What follows belongs to an exercise in optimizing a design on an open flow for small area, a short achievable clock period and few clock cycles; a production flow would make more cautious choices.
No run shown here included a check of the RTL's function; only the layout flow was run.

==> flow/design.v (outline; a module is shown in full before it is edited, if it fits) <==
// module ieee754multiplier: 1640 lines
// module fpmul_fa: 4 lines
// module fpmul_ha: 4 lines
module ieee754multiplier (
    input logic clk, rst_n,
    input logic [31:0] a_i,
    input logic [31:0] b_i,
    input logic start_i,
    output logic done_o,
    output logic nan_o,
    output logic inifinit_o,
    output logic overflow_o,
    output logic underflow_o,
    output logic [31:0] product_o
);
  // ...
==> flow/flow/run.sh <==
#!/bin/bash
# The standard layout (the standard.sh: the standard synthesis and the
# ORFS steps to finish), except that the port buffers that global placement
# inserts are buf_2 cells instead of the tool's default pick.
set -euo pipefail
export BUFFER_PORTS_ARGS="-buffer_cell sky130_fd_sc_hd__buf_2"
bash standard.sh > standard.log 2>&1
==> flow/standard.sh <==
#!/bin/bash
# synth_recipe.tcl (not shown) runs the flow's synth.tcl, then flattens the netlist and writes it again
# the make line also repeats each setting of config.mk as NAME=value (left out here)
make -C /OpenROAD-flow-scripts/flow DESIGN_CONFIG=/design/flow/config.mk WORK_HOME=/design/flow/orfs CLKGATE_MAP_FILE= SYNTH_SCRIPT=/design/flow/synth_recipe.tcl "${@:-finish}"
==> flow/config.mk <==
export PLATFORM = sky130hd
export DESIGN_NAME = ieee754multiplier
export DESIGN_NICKNAME = ieee754multiplier
export VERILOG_FILES = /design/flow/design.v
export SDC_FILE = /design/flow/constraint.sdc
export NUM_CORES = 4
export LEC_CHECK = 0
export ABC_AREA = 1
export CAP_MARGIN = 20
export CORE_MARGIN = 2
export CORE_UTILIZATION = 50
export SETUP_SLACK_MARGIN = 1
export SLEW_MARGIN = 20
export SYNTH_HIERARCHICAL = 1
==> flow/constraint.sdc <==
create_clock -name core_clock -period 9.0 [get_ports {clk}]
set_input_delay 1.8000 -clock core_clock [delete_from_list [all_inputs] [get_ports {clk}]]
set_output_delay 1.8000 -clock core_clock [all_outputs]
set_load 0.01 [all_outputs]
==> results.tsv, run 1 <==
stage	metric	value	unit
final_layout	dominant_kind_of_cell_by_area	multi-input gates	
status	status	timing/DRC/antenna clean	
synth	share_of_the_synthesized_area_in_compound_gates_ao_oa_aoi_oai	0.1473	
die	io_pins	104	
final_layout	finalInstanceArea	18490	µm²
synth	ys_seq_elements	37	
final_layout	multi_input_comb_cells	1803	
clocking	cts_tree	done	
clocking	root_buffer	clkbuf_16	
clocking	clock_path_buffers	2	
routing	routedWlPerCell	23.09	µm
final_layout	multiInputGateArea	15070	µm²
worst_setup_path	critical_path.max_fanout	18	
die	die-height	189.9	µm
global_route	grt_pass1_wl	94.31	mm
final_layout	nonClockInverterCount	247	
final_layout	postLayoutCoreUtil	0.5393	
sta	maxSlewHeadroom	0.4529	
worst_setup_path	critical_path.most_common_cell	fa_1	
worst_setup_path	worstSetupPathType	input pin to flop	
sta	worst_hold_slack	1277	ps
final_layout	clock_tree_area_fraction	0.007916	
routing	routed-via-count	16620	
clocking	post_cts_hold_buffer_count	0	
synth	ys.warnings.count	7	
sta	slew_viol_final	0	
==> run 2, diff against run 1 <==
--- a/flow/design.v
+++ b/flow/design.v
@@ -1586,17 +1586,22 @@
 fpmul_fa u_s884 (.a(c876), .b(s882), .c(c878), .s(s884), .co(c885));
 fpmul_fa u_s886 (.a(a_i[20]), .b(a_i[21]), .c(ns286), .s(s886), .co(c887));
 fpmul_fa u_s888 (.a(pp310), .b(c883), .c(s886), .s(s888), .co(c889));
 assign ci890 = ~a_i[22];
 fpmul_fa u_s891 (.a(ci890), .b(pp311), .c(c887), .s(s891), .co(c892));
 assign ci893 = ~a_i[22];
 assign rx = {ci893, c889, c885, c880, c874, c867, c859, c850, c840, c829, c817, c804, c790, c775, c759, c742, c724, c705, c685, c664, c642, c619, c596, c574, c552, c531, c511, c491, s488, c455, c439, c423, c409, c395, s392, c371, c361, s358, s348, c335, s332, s326, s320, s316, c313, pp3, pp2, neg0};
 assign ry = {c892, s891, s888, s884, s879, s873, s866, s858, s849, s839, s828, s816, s803, s789, s774, s758, s741, s723, s704, s684, s663, s641, s618, s595, s573, s551, s530, s510, s490, s472, s454, s438, s422, s408, s394, s382, s370, s360, s350, s342, s334, s328, s322, s318, s314, s312, 1'b0, pp1};
-assign m = rx + ry;
+logic [16:0] mseg0;
+assign mseg0 = {1'b0, rx[15:0]} + {1'b0, ry[15:0]};
+assign m[15:0] = mseg0[15:0];
+logic [32:0] mseg1;
+assign mseg1 = {1'b0, rx[47:16]} + {1'b0, ry[47:16]} + {32'd0, mseg0[16]};
+assign m[47:16] = mseg1[31:0];
 assign mhi_min = ~m[24] & ~(((rx[25] ^ ry[25])) ^ (rx[24] | ry[24])) & ~(((rx[26] ^ ry[26])) ^ (rx[25] | ry[25])) & ~(((rx[27] ^ ry[27])) ^ (rx[26] | ry[26])) & ~(((rx[28] ^ ry[28])) ^ (rx[27] | ry[27])) & ~(((rx[29] ^ ry[29])) ^ (rx[28] | ry[28])) & ~(((rx[30] ^ ry[30])) ^ (rx[29] | ry[29])) & ~(((rx[31] ^ ry[31])) ^ (rx[30] | ry[30])) & ~(((rx[32] ^ ry[32])) ^ (rx[31] | ry[31])) & ~(((rx[33] ^ ry[33])) ^ (rx[32] | ry[32])) & ~(((rx[34] ^ ry[34])) ^ (rx[33] | ry[33])) & ~(((rx[35] ^ ry[35])) ^ (rx[34] | ry[34])) & ~(((rx[36] ^ ry[36])) ^ (rx[35] | ry[35])) & ~(((rx[37] ^ ry[37])) ^ (rx[36] | ry[36])) & ~(((rx[38] ^ ry[38])) ^ (rx[37] | ry[37])) & ~(((rx[39] ^ ry[39])) ^ (rx[38] | ry[38])) & ~(((rx[40] ^ ry[40])) ^ (rx[39] | ry[39])) & ~(((rx[41] ^ ry[41])) ^ (rx[40] | ry[40])) & ~(((rx[42] ^ ry[42])) ^ (rx[41] | ry[41])) & ~(((rx[43] ^ ry[43])) ^ (rx[42] | ry[42])) & ~(((rx[44] ^ ry[44])) ^ (rx[43] | ry[43])) & ~(((rx[45] ^ ry[45])) ^ (rx[44] | ry[44])) & ~(((rx[46] ^ ry[46])) ^ (rx[45] | ry[45])) & ~(((rx[47] ^ ry[47]) ^ 1'b1) ^ (rx[46] | ry[46]));
 assign sign = a_i[31] ^ b_i[31];
 assign zero = (a_i[22:0] == 23'd0) || (b_i[22:0] == 23'd0);
 assign esum = {2'b00, a_i[30:23]} + {2'b00, b_i[30:23]};
 assign e0   = esum - 10'd127;
 assign e1   = esum - 10'd126;
 logic        nan0, ovf0, unf0, keep0, sgn0;
 logic [7:0]  exp0;
==> run 2 against run 1 <==
Net effect: critical path type unchanged; die area decreased by 4.4%; synthesized cell count fell by 6.9%; global-route usage shrank 1.4 points; worst setup slack better by 120 ps; non-clock buffer count decreased by 3; critical path depth shrank 1; fmax rose by 1.5%; worst hold slack improved by 9.7 ps.
==> results.tsv, run 2 <==
stage	metric	value	unit	change
status	status	timing/DRC/antenna clean		unchanged
final_layout	design.final.nets	2523		was 2692
die	die-height	185.7	µm	was 189.9 µm
die	initial_core_util	0.5072		was 0.5037
sta	min_period	7714	ps	was 7832 ps
sta	report.final.setup_viol	0		unchanged
worst_setup_path	worstSetupPathType	input pin to flop		unchanged
job	max_cap_viol	0		unchanged
synth	yosys.area_share.xor_xnor	0.1603		was 0.1491
die	io_pins	104		unchanged
routing	wl_met3	5.211	mm	was 6.491 mm
final_layout	antennaDiodeCount	0		unchanged
synth	synth.top_cells.by_count	nand2_1 (349), xor2_1 (278), fa_1 (264)		was nand2_1 (365), xor2_1 (279), fa_1 (264)
routing	post-route-drc-count	0		unchanged
sta	fmax	0.1296	GHz	was 0.1277 GHz
global_route	globalRouteOverflowTotal	0		unchanged
synth	syn_area	16500	µm²	was 17270 µm²
synth	share_of_the_synthesized_area_in_compound_gates_ao_oa_aoi_oai	0.1505		was 0.1473
global_route	initial_antenna_violation_count	1		was 2
synth	synth_most_common_cell	nand2_1		unchanged
sta	worst_hold_slack	1286	ps	was 1277 ps
placed_design	dp_slack	887.2	ps	was 346.3 ps
clocking	root_buffer	clkbuf_16		unchanged
sta	share_of_the_cycle_needed_by_the_critical_path_after_routing	0.8571		was 0.8703
worst_setup_path	critical_path.max_fanout	17		was 18
clocking	numCtsBuffers	5		unchanged
sta	maxSlewHeadroom	0.3986		was 0.4529
synth	synth_top_family_by_area	adder cells		unchanged
synth	ys_seq_elements	37		unchanged
routing	ant_nets	0		unchanged
worst_setup_path	nature_of_the_critical_path_endpoint	flop		unchanged
final_layout	layout_commonest_cell	nand2_1		unchanged
die	floorplan.die.width	185.7	µm	was 189.9 µm
routing	routed-via-count	15200		was 16620
synth	ys.warnings.count	7		unchanged
clocking	h-tree-depth	2		unchanged
hold_path	hold_class	input pin to asynchronous set/reset pin		unchanged
synth	synth-simple-area-share	0.1576		was 0.1901
synth	synthDominantAreaCellType	fa_1		unchanged
final_layout	regMostFlops	product_o		unchanged
routing	detail_route.wirelength.met1	22.98	mm	was 25.17 mm
routing	top_layer_used	met5		was met4
die	floorplan.die_area	34480	µm²	was 36040 µm²
final_layout	n_fill_cell	3182		was 3343
worst_setup_path	critPathArrivalTime	7880	ps	was 8060 ps
worst_setup_path	worstPathRequired	9170	ps	was 9230 ps
synth	asyncSetResetFlopFracSynth	0.02703		unchanged
clocking	post_cts_hold_buffer_count	0		unchanged
routing	drt-vias-per-instance	6.006		was 6.128
sta	worst_slew_pin_slew	901.1	ps	was 815.6 ps
global_route	globalRouteTotalUtil	0.3284		was 0.3429
routing	routedWlPerCell	22.04	µm	was 23.09 µm
global_route	grt_pass1_vias	15470		was 16480
synth	synthTopCellsByArea	fa_1 (32%), xor2_1 (15%), o22ai_1 (10%)		was fa_1 (31%), xor2_1 (14%), o22ai_1 (9.5%)
synth	syn_inst	2072		was 2226
synth	synth_flop_cell	dfxtp_1		unchanged
final_layout	largest_reg_flops	32		unchanged
global_route	grt_max_degree	28		was 32
routing	met2_wire_length	25.30	mm	was 27.90 mm
placed_design	gp_routability_congestion	0.9272		was 1.010
clocking	cts.sink_count	37		unchanged
synth	synth_top_cell_area_share	0.3202		was 0.3060
synth	postSynthAreaPerCell	7.965	µm²	was 7.759 µm²
routing	drt-total-wl	55.79	mm	was 62.65 mm
sta	postLayoutSetupSlackWorst	1286	ps	was 1168 ps
routing	drtIter0Drc	1323		was 1578
sta	grt_setup_unrepaired	false		unchanged
placed_design	place.port_buffers	103		unchanged
die	core-area	32540	µm²	was 34290 µm²
final_layout	areaGrowthSynthToFinish	6.626	%	was 7.070%
final_layout	final_layout_size_suffix_gt1_frac	0.1178		was 0.1284
synth	syn-num-nets	2507		was 2661
synth	synth.yosys.seq_area_share	0.04519		was 0.04318
final_layout	mostFrequentLayoutCells	nand2_1 (342), xor2_1 (278), fa_1 (264)		was nand2_1 (350), xor2_1 (278), fa_1 (264)
synth	synth_cell_type_count	49		was 53
synth	synth_enable_flop_cells	0		unchanged
synth	yosys.area_share.adder	0.3991		was 0.3813
clocking	worst_setup_hold_path_clk_slew	50	ps	was 60 ps
routing	drt_first_pass_iters	7		was 6
clocking	clock_path_buffers	2		unchanged
placed_design	hpwl	42.97	mm	was 49.53 mm
synth	post_synth_mux_area_share	0		unchanged
clocking	cts_tree	done		unchanged
sta	slew_viol_final	0		unchanged
die	core.rowCount	66		was 68
worst_setup_path	critPathLaunchType	input pin		unchanged
sta	final-hold-violation-count	0		unchanged
sta	final.setup.tns	0	ps	unchanged
global_route	grt_pass1_wl	87.00	mm	was 94.31 mm
[run 2: timing repair]
item | CTS | global route
resized for setup | 0 | 24
buffers inserted | 0 | 1
hold endpoints to repair | 0 | 0
endpoints found under the setup margin | 0 | 36
[run 2: logic make-up (layout without fill, tap and decap cells)]
logic type,after synthesis,in the layout
fa+ha+maj,368,368
simple gates,593,593
flops,37,37
compound gates,416,416
xor+xnor,296,296
buf+inv,362,379
[run 2: layer usage]
metal,global-route usage,vias to the layer above
met2,0.5351,863
met1,0.4393,7356
li1,-,6846
met4,0.1276,2
met5,0,-
met3,0.05185,135
[run 2: area by class of cell]
class | count | area (µm²) | area share
Clock inverter | 1 | 7.507 | 0.0004266
Multi-Input combinational cell | 1673 | 14360 | 0.8161
Inverter | 211 | 803.3 | 0.04565
Timing Repair Buffer | 160 | 983.4 | 0.05589
Tap cell | 442 | 553.0 | 0.03143
Clock buffer | 7 | 142.6 | 0.008106
Sequential cell | 37 | 745.7 | 0.04238
[run 2: worst paths after layout]
kind | from | end | slack, ps
max | b_i[13] | product_o[6] | 1290
min in group core_clock | start_i | done_o | 1630
min | rst_n | done_o | 1290
max in group asynchronous | rst_n | done_o | 7630
[run 2: Yosys stat by module (local to each module, per instance)]
module	area, µm²	times used	flip-flops and latches
fpmul_fa	20.02	263	0
ieee754multiplier	10980	1	37
fpmul_ha	12.51	21	0
[run 2: worst max-delay path, cell delays in order]
cell and delay, ps:
buf_2 190, nor2_1 250, inv_1 90, nand2_1 230, buf_4 340, o22ai_1 140
xor2_1 210, fa_1 440, fa_1 440, fa_1 390, fa_1 490, fa_1 410
fa_1 510, inv_1 50, ha_1 340, a21oi_1 260, o21ai_0 130, a21oi_1 130
nand2_1 110, nand2_1 120, nand2_1 150, xnor2_1 330, nor3_1 100, o21ai_0 150
nand2_1 60
[run 2: per-stage QoR]
step	instances	cell area (µm²)	utilization
after floorplan	2072	16500	-
after global placement	2522	17340	0.5330
after detailed placement	2522	17340	0.5330
after CTS	2530	17490	0.5376
after global routing	2531	17600	0.5408
final	2531	17600	0.5408

## what the ideal ports hide
How much do the figures lean on ideal ports? The routed layouts below were timed once more, with nothing changed but the port constraints.
Step 1, drivers: a clkbuf_16 drives clk and a buf_2 each remaining input, both assumed.
Step 2 times the ports against the registers' clock, not the clock port: input delays grow and output delays shrink by t, the midpoint of the rising clock arrivals with the driver on.
Slacks: ideal / step 1 / step 2; pairs: ideal / step 1.
| run | shift t [ns] | slack for setup (ns) | worst setup path at the end |
|---|---|---|---|
| run 1 | 0.327 | 1.168 / 1.160 / 0.833 | input to register |
| run 2 | 0.305 | 1.286 / 1.293 / 0.988 | input to register |
After both steps every run listed still meets setup and hold. For run 1, which loses most, drivers alone change the setup slack by -0.008 ns; drivers and shift together by -0.335 ns.
